Source: an optimization exercise on an open RTL-to-GDS flow (aim: small area). Production flows keep margins and buffers that such runs may drop. No functional check of the RTL was part of this run. Power figures rest on the tool's default switching activity, not on a simulated workload.

==> flow/design.v <==
module i2c_module(
	input clk,  
	input reset_n,
	output reg sda_oe,
	input wire sda_in,
	output reg sda,
	output reg scl_out,
	input[7:0] writedata,
	input write,
	input[2:0] address,
	output reg ready,
	output reg success_out
);
reg[7:0] state_next;
localparam STATE_IDLE = 0;
localparam STATE_ADDRESS_START = 1;
localparam STATE_ADDRESS_START_2 = 111;
localparam STATE_ADDRESS_START_3 = 112;
localparam STATE_ADDRESS_BIT_1 = 2;
localparam STATE_ADDRESS_BIT_2 = 3;
localparam STATE_ADDRESS_BIT_3 = 4;
localparam STATE_ADDRESS_BIT_4 = 5;
localparam STATE_ADDRESS_BIT_5 = 6;
localparam STATE_ADDRESS_BIT_6 = 7;
localparam STATE_ADDRESS_BIT_7 = 8;
localparam STATE_ADDRESS_BIT_8 = 9;
localparam STATE_ADDRESS_ACK = 10;
localparam STATE_TRANSIT_1 =	102;
localparam STATE_REG_BIT_1 = 11;
localparam STATE_REG_BIT_2 = 12;
localparam STATE_REG_BIT_3 = 13;
localparam STATE_REG_BIT_4 = 14;
localparam STATE_REG_BIT_5 = 15;
localparam STATE_REG_BIT_6 = 16;
localparam STATE_REG_BIT_7 = 17;
localparam STATE_REG_BIT_8 = 18;
localparam STATE_REG_ACK = 19;
localparam STATE_TRANSIT_2 =	192;
localparam STATE_DATA_BIT_1 = 20;
localparam STATE_DATA_BIT_2 = 21;
localparam STATE_DATA_BIT_3 = 22;
localparam STATE_DATA_BIT_4 = 23;
localparam STATE_DATA_BIT_5 = 24;
localparam STATE_DATA_BIT_6 = 25;
localparam STATE_DATA_BIT_7 = 26;
localparam STATE_DATA_BIT_8 = 27;
localparam STATE_DATA_ACK = 28;
localparam STATE_STOP = 29;
localparam STATE_STOP_1 = 30;
localparam STATE_STOP_2 = 31;
reg clk_div;
reg[7:0] divider2;
wire div_rise = (divider2 == 8'd127);
wire div_fall = (divider2 == 8'd255);
always@(posedge clk)
begin
	if(reset_n == 0)
		clk_div <= 0;
	else if(div_rise)
		clk_div <= ~clk_div;
end
always@(posedge clk)
begin
	if(reset_n == 0)
		divider2 <= 0;
	else
		divider2 <= divider2 + 8'b1;
end
reg [7:0] control_reg;
reg [7:0] slave_address;
reg [7:0] slave_reg_address;
reg [7:0] slave_data_1;
reg [7:0] slave_data_2;
always@(posedge clk)
begin
	if(reset_n == 0)
	begin
		control_reg <= 0;
		slave_address <= 0;
		slave_reg_address <= 0;
		slave_data_1 <= 0;
		slave_data_2 <= 0;
	end
	else
	begin
		if(write == 1'b1)
		begin
			case(address)
				3'b000: control_reg <= writedata;
				3'b001:	slave_address <= writedata;
				3'b010:	slave_reg_address <= writedata;
				3'b011:	slave_data_1 <= writedata;
				3'b100:	slave_data_2 <= writedata;
			endcase
		end
		if(state_next != STATE_IDLE)
			control_reg <= 0;
	end
end
reg scl_output_enable;
reg scl_output_zero;
always@(posedge clk)
begin
	if(reset_n == 0)
		scl_out <= 1'b1;
	else if(div_rise)
	if(scl_output_enable == 1)
	begin
		scl_out <= ~scl_out;
	end
	else
	begin
			if(scl_output_zero == 0)
				scl_out <= 1'b1;
			else
				scl_out <= 1'b0;
	end
end
reg success;
reg ack_ok;
always@(posedge clk)
begin
	if(reset_n == 0)
		ack_ok <= 1'b0;
	else if(div_rise)
	if( (state_next == STATE_ADDRESS_ACK || state_next == STATE_REG_ACK || state_next == STATE_DATA_ACK) && sda_in == 1'b0 && clk_div == 1)
	begin	
		ack_ok <= 1'b1;
	end
		else
		ack_ok <= 1'b0;
end
always@(posedge clk)
begin
	if(reset_n == 0)
		success_out <= 1'b0;
	else if(div_fall)
	if(clk_div == 1)
	begin
		if(state_next == STATE_STOP && success == 1'b1)
			success_out <= 1'b1;
		else
			if(state_next == STATE_ADDRESS_START)
				success_out <= 1'b0;
	end
end
always@(posedge clk)
begin
	if(reset_n == 0)
	begin
	 state_next <= STATE_IDLE;
	end
	else if(div_fall)
	begin
		case(state_next)
			STATE_IDLE:
			begin
				if(control_reg[0] == 1'b1 )
				begin
					state_next <= STATE_ADDRESS_START;
				end
			end
			STATE_ADDRESS_START:
			begin
				if(clk_div == 0)
				begin
					state_next <= STATE_ADDRESS_START_2;
				end
			end
			STATE_ADDRESS_START_2:
			begin
				if(clk_div == 1)
				begin
					state_next <= STATE_ADDRESS_START_3;
				end
			end
			STATE_ADDRESS_START_3:
			begin
				if(clk_div == 0)
				begin
					state_next <= STATE_ADDRESS_BIT_1;
				end
			end
			STATE_ADDRESS_BIT_1:
			begin
				if(clk_div == 0)
				begin
					state_next <= STATE_ADDRESS_BIT_2;
				end
			end
			STATE_ADDRESS_BIT_2:
			begin
				if(clk_div == 0)
				begin
					state_next <= STATE_ADDRESS_BIT_3;
				end
			end
			STATE_ADDRESS_BIT_3:
			begin
				if(clk_div == 0)
				begin
					state_next <= STATE_ADDRESS_BIT_4;
				end
			end
			STATE_ADDRESS_BIT_4:
			begin
				if(clk_div == 0)
				begin
					state_next <= STATE_ADDRESS_BIT_5;
				end
			end
			STATE_ADDRESS_BIT_5:
			begin
				if(clk_div == 0)
				begin
					state_next <= STATE_ADDRESS_BIT_6;
				end
			end
			STATE_ADDRESS_BIT_6:
			begin
				if(clk_div == 0)
				begin
					state_next <= STATE_ADDRESS_BIT_7;
				end
			end
			STATE_ADDRESS_BIT_7:
			begin
				if(clk_div == 0)
				begin
					state_next <= STATE_ADDRESS_BIT_8;
				end
			end
			STATE_ADDRESS_BIT_8:
			begin
				if(clk_div == 0)
				begin
					state_next <= STATE_ADDRESS_ACK;
				end
			end
			STATE_ADDRESS_ACK:
			begin
			if(clk_div == 0)
				begin
				if(ack_ok == 1'b1)
					begin
						state_next <= STATE_TRANSIT_1;
					end
					else
					begin
						state_next <= STATE_STOP;
					end
				end
			end
			STATE_TRANSIT_1:
			begin
				if(clk_div == 0)
				begin
					state_next <= STATE_REG_BIT_1;
				end
			end
			STATE_REG_BIT_1:
			begin
				if(clk_div == 0)
				begin
					state_next <= STATE_REG_BIT_2;
				end
			end
			STATE_REG_BIT_2:
			begin
				if(clk_div == 0)
				begin
					state_next <= STATE_REG_BIT_3;
				end
			end
			STATE_REG_BIT_3:
			begin
				if(clk_div == 0)
				begin
					state_next <= STATE_REG_BIT_4;
				end
			end
			STATE_REG_BIT_4:
			begin
				if(clk_div == 0)
				begin
					state_next <= STATE_REG_BIT_5;
				end
			end
			STATE_REG_BIT_5:
			begin
				if(clk_div == 0)
				begin
					state_next <= STATE_REG_BIT_6;
				end
			end
			STATE_REG_BIT_6:
			begin
				if(clk_div == 0)
				begin
					state_next <= STATE_REG_BIT_7;
				end
			end
			STATE_REG_BIT_7:
			begin
				if(clk_div == 0)
				begin
					state_next <= STATE_REG_BIT_8;
				end
			end
			STATE_REG_BIT_8:
			begin
				if(clk_div == 0)
				begin
					state_next <= STATE_REG_ACK;
				end
			end
			STATE_REG_ACK:
			begin
				if(clk_div == 0)
				begin
					if(ack_ok == 1'b1)
					begin
						state_next <= STATE_TRANSIT_2;
					end
					else
					begin
						state_next <= STATE_STOP;
					end
				end
			end
			STATE_TRANSIT_2:
			begin
				if(clk_div == 0)
				begin
					state_next <= STATE_DATA_BIT_1;
				end
			end
			STATE_DATA_BIT_1:
			begin
				if(clk_div == 0)
				begin
					state_next <= STATE_DATA_BIT_2;
				end
			end
			STATE_DATA_BIT_2:
			begin
				if(clk_div == 0)
				begin
					state_next <= STATE_DATA_BIT_3;
				end
			end
			STATE_DATA_BIT_3:
			begin
				if(clk_div == 0)
				begin
					state_next <= STATE_DATA_BIT_4;
				end
			end
			STATE_DATA_BIT_4:
			begin
				if(clk_div == 0)
				begin
					state_next <= STATE_DATA_BIT_5;
				end
			end
			STATE_DATA_BIT_5:
			begin
				if(clk_div == 0)
				begin
					state_next <= STATE_DATA_BIT_6;
				end
			end
			STATE_DATA_BIT_6:
			begin
				if(clk_div == 0)
				begin
					state_next <= STATE_DATA_BIT_7;
				end
			end
			STATE_DATA_BIT_7:
			begin
				if(clk_div == 0)
				begin
					state_next <= STATE_DATA_BIT_8;
				end
			end
			STATE_DATA_BIT_8:
			begin
				if(clk_div == 0)
				begin
					state_next <= STATE_DATA_ACK;
				end
			end
			STATE_DATA_ACK:
			begin
				if(clk_div == 0)
				begin
					state_next <= STATE_STOP;
				end
			end
			STATE_STOP:
			begin
				if(clk_div == 1)
				begin
					state_next <= STATE_STOP_1;
				end
			end
			STATE_STOP_1:
			begin
				if(clk_div == 0)
				begin
					state_next <= STATE_IDLE;
				end
			end
			STATE_STOP_2:
			begin
				if(clk_div == 1)
				begin
					state_next <= STATE_IDLE;
				end
			end
		endcase
	end
end
always@(posedge clk)
begin
	if(reset_n == 1'b0)
	begin
		sda <= 1'b1;
		sda_oe <= 1'b1;
		scl_output_enable <= 1'b0;
		scl_output_zero <= 1'b0;
		ready <= 1;
		success <= 0;
	end
	else if(div_fall)
	begin
		case(state_next)
			STATE_IDLE:
			begin
				sda <= 1'b1;
				sda_oe <= 1'b1;
				scl_output_enable <= 1'b0;
				ready <= 1;
				success <= 0;
				scl_output_zero <= 0;
			end
			STATE_ADDRESS_START:
			begin
				if(clk_div == 0)
				begin
					scl_output_zero <= 0;
					scl_output_enable <= 0;
					sda_oe <= 1;
					sda <= 0;
					ready <= 0;
					success <= 0;
				end
			end
			STATE_ADDRESS_START_2:
			begin
				if(clk_div == 1)
				begin
					scl_output_zero <= 1;
					scl_output_enable <= 0;
					sda_oe <= 1;
					sda <= 0;
					ready <= 0;
					success <= 0;
				end
			end
			STATE_ADDRESS_START_3:
			begin
				if(clk_div == 0)
				begin
					scl_output_zero <= 0;
					scl_output_enable <= 1;
					sda_oe <= 1;
					sda <= slave_address[7];
					ready <= 0;
					success <= 0;
				end
			end
			STATE_ADDRESS_BIT_1:
			begin
				if(clk_div == 0)
				begin
					scl_output_zero <= 0;
					scl_output_enable <= 1;
					sda_oe <= 1;
					sda <= slave_address[6];
					ready <= 0;
					success <= 0;
				end
			end
			STATE_ADDRESS_BIT_2:
			begin
				if(clk_div == 0)
				begin
					scl_output_zero <= 0;
					scl_output_enable <= 1;
					sda_oe <= 1;
					sda <= slave_address[5];
					ready <= 0;
					success <= 0;	
				end
			end
			STATE_ADDRESS_BIT_3:
			begin
				if(clk_div == 0)
				begin
				scl_output_zero <= 0;
					scl_output_enable <= 1;
					sda_oe <= 1;
					sda <= slave_address[4];
					ready <= 0;
					success <= 0;	
				end
			end
			STATE_ADDRESS_BIT_4:
			begin
				if(clk_div == 0)
				begin
				scl_output_zero <= 0;
					scl_output_enable <= 1;
					sda_oe <= 1;
					sda <= slave_address[3];
					ready <= 0;
					success <= 0;	
				end
			end
			STATE_ADDRESS_BIT_5:
			begin
				if(clk_div == 0)
				begin
				scl_output_zero <= 0;
					scl_output_enable <= 1;
					sda_oe <= 1;
					sda <= slave_address[2];
					ready <= 0;
					success <= 0;	
				end
			end
			STATE_ADDRESS_BIT_6:
			begin
				if(clk_div == 0)
				begin
				scl_output_zero <= 0;
					scl_output_enable <= 1;
					sda_oe <= 1;
					sda <= slave_address[1];
					ready <= 0;
					success <= 0;	
				end
			end
			STATE_ADDRESS_BIT_7:
			begin
				if(clk_div == 0)
				begin
				scl_output_zero <= 0;
					scl_output_enable <= 1;
					sda_oe <= 1;
					sda <= slave_address[0];
					ready <= 0;
					success <= 0;
				end
			end
			STATE_ADDRESS_BIT_8:
			begin
				if(clk_div == 0)
				begin
				scl_output_zero <= 0;
					ready <= 0;
					scl_output_enable <= 1;
					sda_oe <= 0;
					sda <= 0;
					success <= 0;	
				end
			end
			STATE_ADDRESS_ACK:
			begin
				if(clk_div == 0)
				begin
					if(ack_ok == 1'b1)
					begin
						scl_output_zero <= 1;
						ready <= 0;
						sda_oe <= 1'b1;
						scl_output_enable <= 0;
						sda <= 0;
						success <= 0;
					end
					else
					begin
						sda_oe <= 1'b1;
						sda <= 1'b0;
						scl_output_enable <= 1'b0;
						ready <= 0;
						success <= 0;
						scl_output_zero <= 1;
					end
				end
			end
			STATE_TRANSIT_1:
			begin
				if(clk_div == 0)
				begin
					scl_output_zero <= 0;
					scl_output_enable <= 1;
					sda_oe <= 1;
					sda <= slave_reg_address[7];
					ready <= 0;
					success <= 0;
				end
			end
			STATE_REG_BIT_1:
			begin
				if(clk_div == 0)
				begin
					scl_output_zero <= 0;
					scl_output_enable <= 1;
					sda_oe <= 1;
					sda <= slave_reg_address[6];
					ready <= 0;
					success <= 0;
				end
			end
			STATE_REG_BIT_2:
			begin
				if(clk_div == 0)
				begin
				scl_output_zero <= 0;
					scl_output_enable <= 1;
					sda_oe <= 1;
					sda <= slave_reg_address[5];
					ready <= 0;
					success <= 0;
				end
			end
			STATE_REG_BIT_3:
			begin
				if(clk_div == 0)
				begin
					scl_output_enable <= 1;
					sda_oe <= 1;
					sda <= slave_reg_address[4];
					ready <= 0;
					success <= 0;
					scl_output_zero <= 0;
				end
			end
			STATE_REG_BIT_4:
			begin
				if(clk_div == 0)
				begin
					scl_output_enable <= 1;
					sda_oe <= 1;
					sda <= slave_reg_address[3];
					ready <= 0;
					success <= 0;
					scl_output_zero <= 0;
				end
			end
			STATE_REG_BIT_5:
			begin
				if(clk_div == 0)
				begin
					scl_output_enable <= 1;
					sda_oe <= 1;
					sda <= slave_reg_address[2];
					ready <= 0;
					success <= 0;
					scl_output_zero <= 0;
				end
			end
			STATE_REG_BIT_6:
			begin
				if(clk_div == 0)
				begin
					scl_output_enable <= 1;
					sda_oe <= 1;
					sda <= slave_reg_address[1];
					ready <= 0;
					success <= 0;
					scl_output_zero <= 0;
				end
			end
			STATE_REG_BIT_7:
			begin
				if(clk_div == 0)
				begin
					scl_output_enable <= 1;
					sda_oe <= 1;
					sda <= slave_reg_address[0];
					ready <= 0;
					success <= 0;
					scl_output_zero <= 0;
				end
			end
			STATE_REG_BIT_8:
			begin
				if(clk_div == 0)
				begin
					ready <= 0;
					scl_output_enable <= 1;
					sda_oe <= 0;
					sda <= 0;
					success <= 0;
					scl_output_zero <= 0;
				end
			end
			STATE_REG_ACK:
			begin
				if(clk_div == 0)
				begin
					if(ack_ok == 1'b1)
					begin
						ready <= 0;
						sda_oe <= 1'b1;
						scl_output_enable <= 0;
						sda <= 0;
						success <= 0;
						scl_output_zero <= 1;
					end
					else
					begin
						sda_oe <= 1'b1;
						sda <= 1'b0;
						scl_output_enable <= 1'b0;
						ready <= 0;
						success <= 0;
						scl_output_zero <= 1;
					end
				end
			end
			STATE_TRANSIT_2:
			begin
				if(clk_div == 0)
				begin
					scl_output_enable <= 1;
					sda_oe <= 1;
					sda <= slave_data_1[7];
					ready <= 0;
					success <= 0;
					scl_output_zero <= 0;
				end
			end
			STATE_DATA_BIT_1:
			begin
				if(clk_div == 0)
				begin
					scl_output_enable <= 1;
					sda_oe <= 1;
					sda <= slave_data_1[6];
					ready <= 0;
					success <= 0;
					scl_output_zero <= 0;
				end
			end
			STATE_DATA_BIT_2:
			begin
				if(clk_div == 0)
				begin
					scl_output_enable <= 1;
					sda_oe <= 1;
					sda <= slave_data_1[5];
					ready <= 0;
					success <= 0;
					scl_output_zero <= 0;
				end
			end
			STATE_DATA_BIT_3:
			begin
				if(clk_div == 0)
				begin
					scl_output_enable <= 1;
					sda_oe <= 1;
					sda <= slave_data_1[4];
					ready <= 0;
					success <= 0;
					scl_output_zero <= 0;
				end
			end
			STATE_DATA_BIT_4:
			begin
				if(clk_div == 0)
				begin
					scl_output_enable <= 1;
					sda_oe <= 1;
					sda <= slave_data_1[3];
					ready <= 0;
					success <= 0;
					scl_output_zero <= 0;
				end
			end
			STATE_DATA_BIT_5:
			begin
				if(clk_div == 0)
				begin
					scl_output_enable <= 1;
					sda_oe <= 1;
					sda <= slave_data_1[2];
					ready <= 0;
					success <= 0;
					scl_output_zero <= 0;
				end
			end
			STATE_DATA_BIT_6:
			begin
				if(clk_div == 0)
				begin
					scl_output_enable <= 1;
					sda_oe <= 1;
					sda <= slave_data_1[1];
					ready <= 0;
					success <= 0;
					scl_output_zero <= 0;
				end
			end
			STATE_DATA_BIT_7:
			begin
				if(clk_div == 0)
				begin
					scl_output_enable <= 1;
					sda_oe <= 1;
					sda <= slave_data_1[0];
					ready <= 0;
					success <= 0;
					scl_output_zero <= 0;
				end
			end
			STATE_DATA_BIT_8:
			begin
				if(clk_div == 0)
				begin
					ready <= 0;
					scl_output_enable <= 1;
					sda_oe <= 0;
					sda <= 0;
					success <= 0;
					scl_output_zero <= 0;
				end
			end
			STATE_DATA_ACK:
			begin
				if(clk_div == 0)
				begin
					if(ack_ok == 1'b1)
					begin
						sda_oe <= 1'b1;
						sda <= 1'b0;
						scl_output_enable <= 1'b1;
						ready <= 0;
						scl_output_zero <= 1;
						success <= 1;
					end
					else
					begin
						sda_oe <= 1'b1;
						sda <= 1'b0;
						scl_output_enable <= 1'b0;
						ready <= 0;
						success <= 0;
						scl_output_zero <= 1;
					end
				end
			end
			STATE_STOP:
			begin
				if(clk_div == 1)
				begin
					ready <= 0;
					sda_oe <= 1'b1;
					sda <= 1'b0;
					scl_output_enable <= 1'b0;
					success <= 0;
					scl_output_zero <= 0;
				end
			end
			STATE_STOP_1:
			begin
				if(clk_div == 0)
				begin
					ready <= 0;
					sda <= 1'b1;
					sda_oe <= 1'b1;
					scl_output_enable <= 1'b0;
					success <= 0;
					scl_output_zero <= 0;
				end
			end
			STATE_STOP_2:
				begin
					if(clk_div == 1)
					begin
					end
				end
			default:
			begin
				sda <= 1'b1;
				sda_oe <= 1'b1;
				scl_output_enable <= 1'b0;
				ready <= 1;
				scl_output_zero <= 0;
				success <= 0;
			end
		endcase
	end
end
endmodule
module camera_init (
	input clk,
	input reset_n,
	output reg ready,
	output wire sda_oe,
	output wire sda,
	input wire sda_in,
	output scl
);
parameter REGS_TO_INIT = 73;
localparam CAMERA_INIT_1 = 11;
localparam CAMERA_INIT_2 = 12;
localparam CAMERA_INIT_3 = 13;
localparam CAMERA_INIT_4 = 14;
localparam CAMERA_INIT_5 = 15;
localparam CAMERA_INIT_6 = 16;
localparam CAMERA_INIT_7 = 17;
localparam CAMERA_IDLE = 18;
localparam CONTROL_REG = 3'b000;
localparam SLAVE_ADDRESS = 3'b001;
localparam SLAVE_REG_ADDRESS = 3'b010;
localparam SLAVE_DATA_1 = 3'b011;
localparam SLAVE_DATA_2 = 3'b100;
reg[7:0] data_in_bus;
reg [2:0] reg_address;
reg bus_write;
wire ready_out;
wire success_out;
i2c_module i2c_write_module(.clk(clk), .reset_n(reset_n), .scl_out(scl), 
						.writedata(data_in_bus), .address(reg_address),
						.write(bus_write), .ready(ready_out), .success_out(success_out), .sda_in(sda_in), .sda(sda), .sda_oe(sda_oe)  );
wire[7:0] regs_addr;
wire[7:0] data_to_write;
reg[7:0] counter;
reg[7:0] state_next;
wire [15:0] regs_data = 
counter == 0 ? 16'h12_80 :  
counter == 1 ? 16'hFF_F0 :  
counter == 2 ? 16'h12_04 :  
counter == 3 ? 16'h11_80 :  
counter == 4 ? 16'h0C_00 :  
counter == 5 ? 16'h3E_00 :  
counter == 6 ? 16'h04_00 :  
counter == 7 ? 16'h40_d0 :  
counter == 8 ? 16'h3a_04 :  
counter == 9 ? 16'h14_18 :  
counter == 10 ? 16'h4F_B3 :  
counter == 11 ? 16'h50_B3 :  
counter == 12 ? 16'h51_00 :  
counter == 13 ? 16'h52_3d :  
counter == 14 ? 16'h53_A7 :  
counter == 15 ? 16'h54_E4 :  
counter == 16 ? 16'h58_9E :  
counter == 17 ? 16'h3D_C0 :  
counter == 18 ? 16'h17_14 :  
counter == 19 ? 16'h18_02 :  
counter == 20 ? 16'h32_80 :  
counter == 21 ? 16'h19_03 :  
counter == 22 ? 16'h1A_7B :  
counter == 23 ? 16'h03_0A :  
counter == 24 ? 16'h0F_41 :  
counter == 25 ? 16'h1E_00 :  
counter == 26 ? 16'h33_0B :  
counter == 27 ? 16'h3C_78 :  
counter == 28 ? 16'h69_00 :  
counter == 29 ? 16'h74_00 :  
counter == 30 ? 16'hB0_84 :  
counter == 31 ? 16'hB1_0c :  
counter == 32 ? 16'hB2_0e :  
counter == 33 ? 16'hB3_80 :  
counter == 34 ? 16'h70_3a :
counter == 35 ? 16'h71_35 :
counter == 36 ? 16'h72_11 :
counter == 37 ? 16'h73_f0 :
counter == 38 ? 16'ha2_02 :
counter == 39 ? 16'h7a_20 :
counter == 40 ? 16'h7b_10 :
counter == 41 ? 16'h7c_1e :
counter == 42 ? 16'h7d_35 :
counter == 43 ? 16'h7e_5a :
counter == 44 ? 16'h7f_69 :
counter == 45 ? 16'h80_76 :
counter == 46 ? 16'h81_80 :
counter == 47 ? 16'h82_88 :
counter == 48 ? 16'h83_8f :
counter == 49 ? 16'h84_96 :
counter == 50 ? 16'h85_a3 :
counter == 51 ? 16'h86_af :
counter == 52 ? 16'h87_c4 :
counter == 53 ? 16'h88_d7 :
counter == 54 ? 16'h89_e8 :
counter == 54 ? 16'h13_e0 :  
counter == 55 ? 16'h00_00 :  
counter == 56 ? 16'h10_00 :  
counter == 57 ? 16'h0d_40 :  
counter == 58 ? 16'h14_18 :  
counter == 59 ? 16'ha5_05 :  
counter == 60 ? 16'hab_07 :  
counter == 61 ? 16'h24_95 :  
counter == 62 ? 16'h25_33 :  
counter == 63 ? 16'h26_e3 :  
counter == 64 ? 16'h9f_78 :  
counter == 65 ? 16'ha0_68 :  
counter == 66 ? 16'ha1_03 :  
counter == 67 ? 16'ha6_d8 :  
counter == 68 ? 16'ha7_d8 :  
counter == 69 ? 16'ha8_f0 :  
counter == 70 ? 16'ha9_90 :  
counter == 71 ? 16'haa_94 :  
counter == 72 ? 16'h13_e5 :  
8'hFF;
assign regs_addr = 	counter == 0 ? 8'h12 :
							counter == 1 ? 8'h12 :
							counter == 2 ? 8'h12 :	
							counter == 3 ? 8'h40 :
							counter == 4 ? 8'h58 :
							counter == 5 ? 8'h1e :
							counter == 6 ? 8'h3c :
							8'hFF;
assign data_to_write = 	counter == 0 ? 8'h80 :
								counter == 1 ? 8'h04 :
								counter == 2 ? 8'h04 :	
								counter == 3 ? 8'hd0 :
								counter == 4 ? 8'h9e :
								counter == 5 ? 8'h01 :
								counter == 6 ? 8'h78 :
								8'hFF;
always@(posedge clk)
begin
		if(reset_n == 1'b0)
			ready <= 1'b0;
		else
		if(state_next == CAMERA_IDLE)
			ready <= 1'b1;
		else
			ready <= 1'b0;
end
always@(posedge clk)
begin
	if(reset_n == 1'b0)
	begin
		state_next <= CAMERA_INIT_1;	
	end
	else
	begin
		case(state_next)
			CAMERA_INIT_1:
				begin 
					state_next <= CAMERA_INIT_2;		
				end
			CAMERA_INIT_2:
				begin
						state_next <= CAMERA_INIT_3;
				end
			CAMERA_INIT_3:
				begin
					state_next <= CAMERA_INIT_4;
				end
			CAMERA_INIT_4:
				begin
					state_next <= CAMERA_INIT_7;
				end
			CAMERA_INIT_7:
			begin
				if(ready_out == 1'b0)
					state_next <= CAMERA_INIT_5;
			end
			CAMERA_INIT_5:
				begin
					if(ready_out == 1'b1)
					begin
						if(success_out == 1'b1)
						begin
							if(counter == REGS_TO_INIT - 1)
							begin
								state_next <= CAMERA_IDLE;
							end
							else
							state_next <= CAMERA_INIT_6;
						end
						else
						state_next <= CAMERA_INIT_2;
					end	
				end
			CAMERA_INIT_6:
				begin
					state_next <= CAMERA_INIT_2;
				end
			CAMERA_IDLE:
				begin
					state_next <= CAMERA_IDLE;
				end
		endcase
	end
end
always@(posedge clk)
begin
	if(reset_n == 1'b0)
	begin
		reg_address <= 0;
		data_in_bus <= 0;
		bus_write <= 1'b0;
		counter <= 0;
	end
	else
	begin
		case(state_next)
			CAMERA_INIT_1:
				begin
					reg_address <= SLAVE_ADDRESS;
					data_in_bus <= 8'h42;  
					bus_write <= 1'b1;
				end
			CAMERA_INIT_2:
				begin
					reg_address <= SLAVE_REG_ADDRESS;
					data_in_bus <= regs_data[15:8];
					bus_write <= 1'b1;	
				end
			CAMERA_INIT_3:
				begin
					reg_address <= SLAVE_DATA_1;
					data_in_bus <= regs_data[7:0];
					bus_write <= 1'b1;			
				end
			CAMERA_INIT_4:
				begin
					reg_address <= CONTROL_REG;
					data_in_bus <= 3'b001;
					bus_write <= 1'b1;
				end
			CAMERA_INIT_5:
				begin
					reg_address <= 0;
					data_in_bus <= 0;
					bus_write <= 1'b0;
				end
			CAMERA_INIT_6:
				begin
					bus_write <= 1'b0;
					reg_address <= 0;
					data_in_bus <= 0;
					counter <= counter + 1'b1;
				end
			CAMERA_INIT_7:
				begin
					reg_address <= 0;
					data_in_bus <= 0;
					bus_write <= 1'b0;
				end
			CAMERA_IDLE:
				begin
					reg_address <= 0;
					data_in_bus <= 0;
					bus_write <= 1'b0;
				end
			default:
				begin
					bus_write <= 1'b0;
					reg_address <= 3'd0;
					data_in_bus <= 8'd0;
				end
		endcase
	end
end
endmodule
==> flow/run.sh <==
#!/bin/bash
# synth_recipe.tcl (not shown) runs the flow's synth.tcl, then flattens the netlist and writes it again
# the make line also repeats each setting of config.mk as NAME=value (left out here)
make -C /OpenROAD-flow-scripts/flow DESIGN_CONFIG=/design/flow/config.mk WORK_HOME=/design/flow/orfs CLKGATE_MAP_FILE= SYNTH_SCRIPT=/design/flow/synth_recipe.tcl finish
==> flow/config.mk <==
export PLATFORM = sky130hd
export DESIGN_NAME = camera_init
export DESIGN_NICKNAME = camera_init
export VERILOG_FILES = /design/flow/design.v
export SDC_FILE = /design/flow/constraint.sdc
export NUM_CORES = 4
export LEC_CHECK = 0
export CAP_MARGIN = 20
export CELL_PAD_IN_SITES_DETAIL_PLACEMENT = 1
export CORE_MARGIN = 2
export CORE_UTILIZATION = 30
export SLEW_MARGIN = 20
==> flow/constraint.sdc <==
create_clock -name core_clock -period 10.0 [get_ports {clk}]
set_input_delay 2.0000 -clock core_clock [delete_from_list [all_inputs] [get_ports {clk}]]
set_output_delay 2.0000 -clock core_clock [all_outputs]
set_load 0.01 [all_outputs]
==> reports/metrics.cfg <==
[critical_path]
reg2reg_depth = 8
crit_arrival_ns = 4.32
required_ns = 10.27
cp-end-kind = flop
path_max_fanout = 55
startpoint_type = input pin
reg2reg_from = counter[3]$_SDFFE_PN0N_
crit_start = reset_n
worstSetupPathType = in -> reg

[grt]
antenna_found_initial = 0
grt_max_degree = 57
overflow = 0
grt_pass1_vias = 8309
grt_util_all_layers = 0.241
grt_pass1_wl_mm = 47.7

[place]
pre_cts_ws_ns = 5.59
gp_congestion = 1.05
placement.io_buffers = 6
dp.cells = 1282
dp_hpwl_mm = 20.9

[floorplanning]
die_h_um = 159
fp.dieW_um = 159
die_area_sq_um = 25100
initial_core_util = 0.305
io_pins = 7
coreArea_sq_um = 23500
rows = 56

[clocking]
clockBufferDepth = 2
clkSinkCount = 76
cts_hold_buf = 0
clkLatencyLatePin_ns = 0.34
clk_pin_slew_ns = 0.06
h-tree-depth = 3
post_cts_buffers = 0
cts_made_buffers = 9
cts_tree = done
post_cts_resized = 0
root_buffer = clkbuf_16

[synthesis]
synthesis.nets = 1052
synth_ff_type = dfxtp_1
seq_area_frac_synth = 0.212
yosys_warnings = 2
synth_area_sq_um = 7160
synth-seq-cells = 76
synthDistinctLibCells = 81
avgSynthCellArea_sq_um = 6.86
postSynth.asyncResetShare = 0
netlist_instances = 1044
synth-edff-count = 0

[layout]
multi_input_area_sq_um = 5140
antennaDiodeCount = 0
syn_to_final_growth_pct = 7.30
post-route-util = 0.328
fillers = 2948
stdcell_count = 1297
mostFrequentLayoutCell = nor2_1
layout.nets = 982
final_cell_mix = nor2_1 (119), a21oi_1 (108), o21ai_0 (93), dfxtp_1 (74), nand2_1 (73)
regArea_sq_um = 1520
drive_above_1_share = 0.0706

[sta]
fin_crit_ns = 4.06
slew_headroom = 0.283
setup_viol = 0
skew_ns = 0.00554
fmax_ghz = 0.246
drv_slew = 0
setup_ws_ns = 5.94
hold_viol_final = 0
fin_setup_tns_ns = 0
worstMarginPinSlew_ns = 1.07
timing.final.crit_share = 0.406
rsz0062_at_grt = no

[routing]
avgViaCountPerCell = 6.55
avgRoutedWirePerCell_um = 23.6
dr.first_iter.drc_count = 1022
vias = 8497
wl_mm = 30.6
first_pass_iters = 5
postRouteAntennaNets = 0
drc = 0

[pwr]
power_mw = 0.832
p_leak_nw = 2.67
irDropWorstVdd_uv = 64.3
power_density_nw_per_um2 = 108

[worst_hold_path]
min_from = i2c_write_module.scl_output_zero$_SDFFE_PN0P_
min_path_type = reg -> reg
hold_depth = 2

[outcome]
status = timing/DRC/antenna clean

[flow_run]
maxCapViolations = 0

-- through the flow --
step / hold WS (ns) / area, sq um
6_report: 0.463 / 7690
5_1_grt: 0.493 / 7690
4_1_cts: 0.463 / 7690
3_5_place_dp: 0.451 / 7370
3_3_place_gp: 0.443 / 7370
2_1_floorplan: 0.430 / 7160
-- synthesized netlist by cell type (9+ instances only) --
library cell	number	area [sq um]
xnor2_1	10	87.6
nor3_1	25	125
o211ai_1	16	120
mux2i_1	35	350
a31oi_1	19	119
dfxtp_1	76	1520
inv_1	18	67.6
o22ai_1	16	100
clkbuf_1	86	323
and2_1	12	75.1
buf_1	12	45.0
o221ai_1	9	78.8
a21oi_1	108	541
nand3_1	39	195
o31ai_1	11	82.6
nand2_1	73	274
a22oi_1	10	75.1
a211oi_1	12	90.1
o21ai_0	93	465
a311oi_1	10	87.6
and3_1	11	68.8
nand4_1	16	100
nor2b_1	22	138
nor2_1	119	447
nand2b_1	16	100
-- cell families (layout without fill, tap and decap cells) --
kind of cell	after synthesis	after routing	synth area share
adder cells (fa/ha/maj)	5	5	0.00873
flip-flops	76	76	0.212
AO/OA/AOI/OAI	388	388	0.351
multiplexers	37	37	0.0536
AND/OR/NAND/NOR	391	391	0.278
XOR/XNOR	17	17	0.0208
buffers and inverters	130	64	0.0758
-- final timing paths --
kind	end	slack, ns
worst max-delay path	i2c_write_module.state_next[7]$_SDFFE_PN0P_	5.94
worst min-delay path	i2c_write_module.scl_output_zero$_SDFFE_PN0P_	0.46
worst max register to register	data_in_bus[0]$_SDFF_PN0_	6.23
worst min register to register	i2c_write_module.scl_output_zero$_SDFFE_PN0P_	0.46
-- routing by layer --
metal / vias up / track usage / wire [um]
met4: 0 / 0.140 / 1800
met2: 534 / 0.379 / 13400
li1: 3755 / - / -
met5: - / 0 / 0
met1: 4064 / 0.303 / 12500
met3: 144 / 0.0553 / 2820
-- area by class of cell --
| type | instances | share of cell area |
|---|---|---|
| Sequential cell | 76 | 0.198 |
| Tap cell | 319 | 0.0519 |
| Clock buffer | 11 | 0.0316 |
| Timing Repair Buffer | 30 | 0.0312 |
| Clock inverter | 4 | 0.00960 |
| Multi-Input combinational cell | 838 | 0.668 |
| Inverter | 19 | 0.00928 |
-- power by group --
part | internal, mW | leakage [nW] | total, mW | switching [mW]
sequential | 0.321 | 0.616 | 0.361 | 0.0397
clock | 0.224 | 0.156 | 0.354 | 0.130
combinational | 0.0500 | 1.90 | 0.118 | 0.0679
total | 0.595 | 2.67 | 0.832 | 0.237
-- worst max-delay path: stages --
cell             delay [ns]
clkdlybuf4s50_1        0.99
clkinv_1               0.25
buf_4                  0.38
or4b_1                 0.59
o21ai_0                0.09

## port drivers added, routing unchanged
In the flow no input, the clock included, has a driving cell. The finished layout below was timed again as built, in two steps.
Step 1 (the two cells are an assumption about what drives the block):
set clk [get_ports {clk}]
set_driving_cell -lib_cell sky130_fd_sc_hd__clkbuf_16 $clk
set_driving_cell -lib_cell sky130_fd_sc_hd__buf_2 [delete_from_list [all_inputs] $clk]
Step 2 moves the port delays by t, midway between the first and last clock arrival at a register: inputs arrive t later, outputs are due t later. That takes back most of the time a late clock gives input paths.
Slacks: no drivers / after step 1 / after step 2; pairs: no drivers / after step 1.
t, ns: 0.378
setup WS [ns]: 5.943 / 5.953 / 5.575
worst setup path at the end: input to register
cell pins on the clock port's net: 1
After both steps setup and hold are still met in this run. The setup slack of this run moves by +0.010 ns with the drivers and by -0.368 ns with both steps.
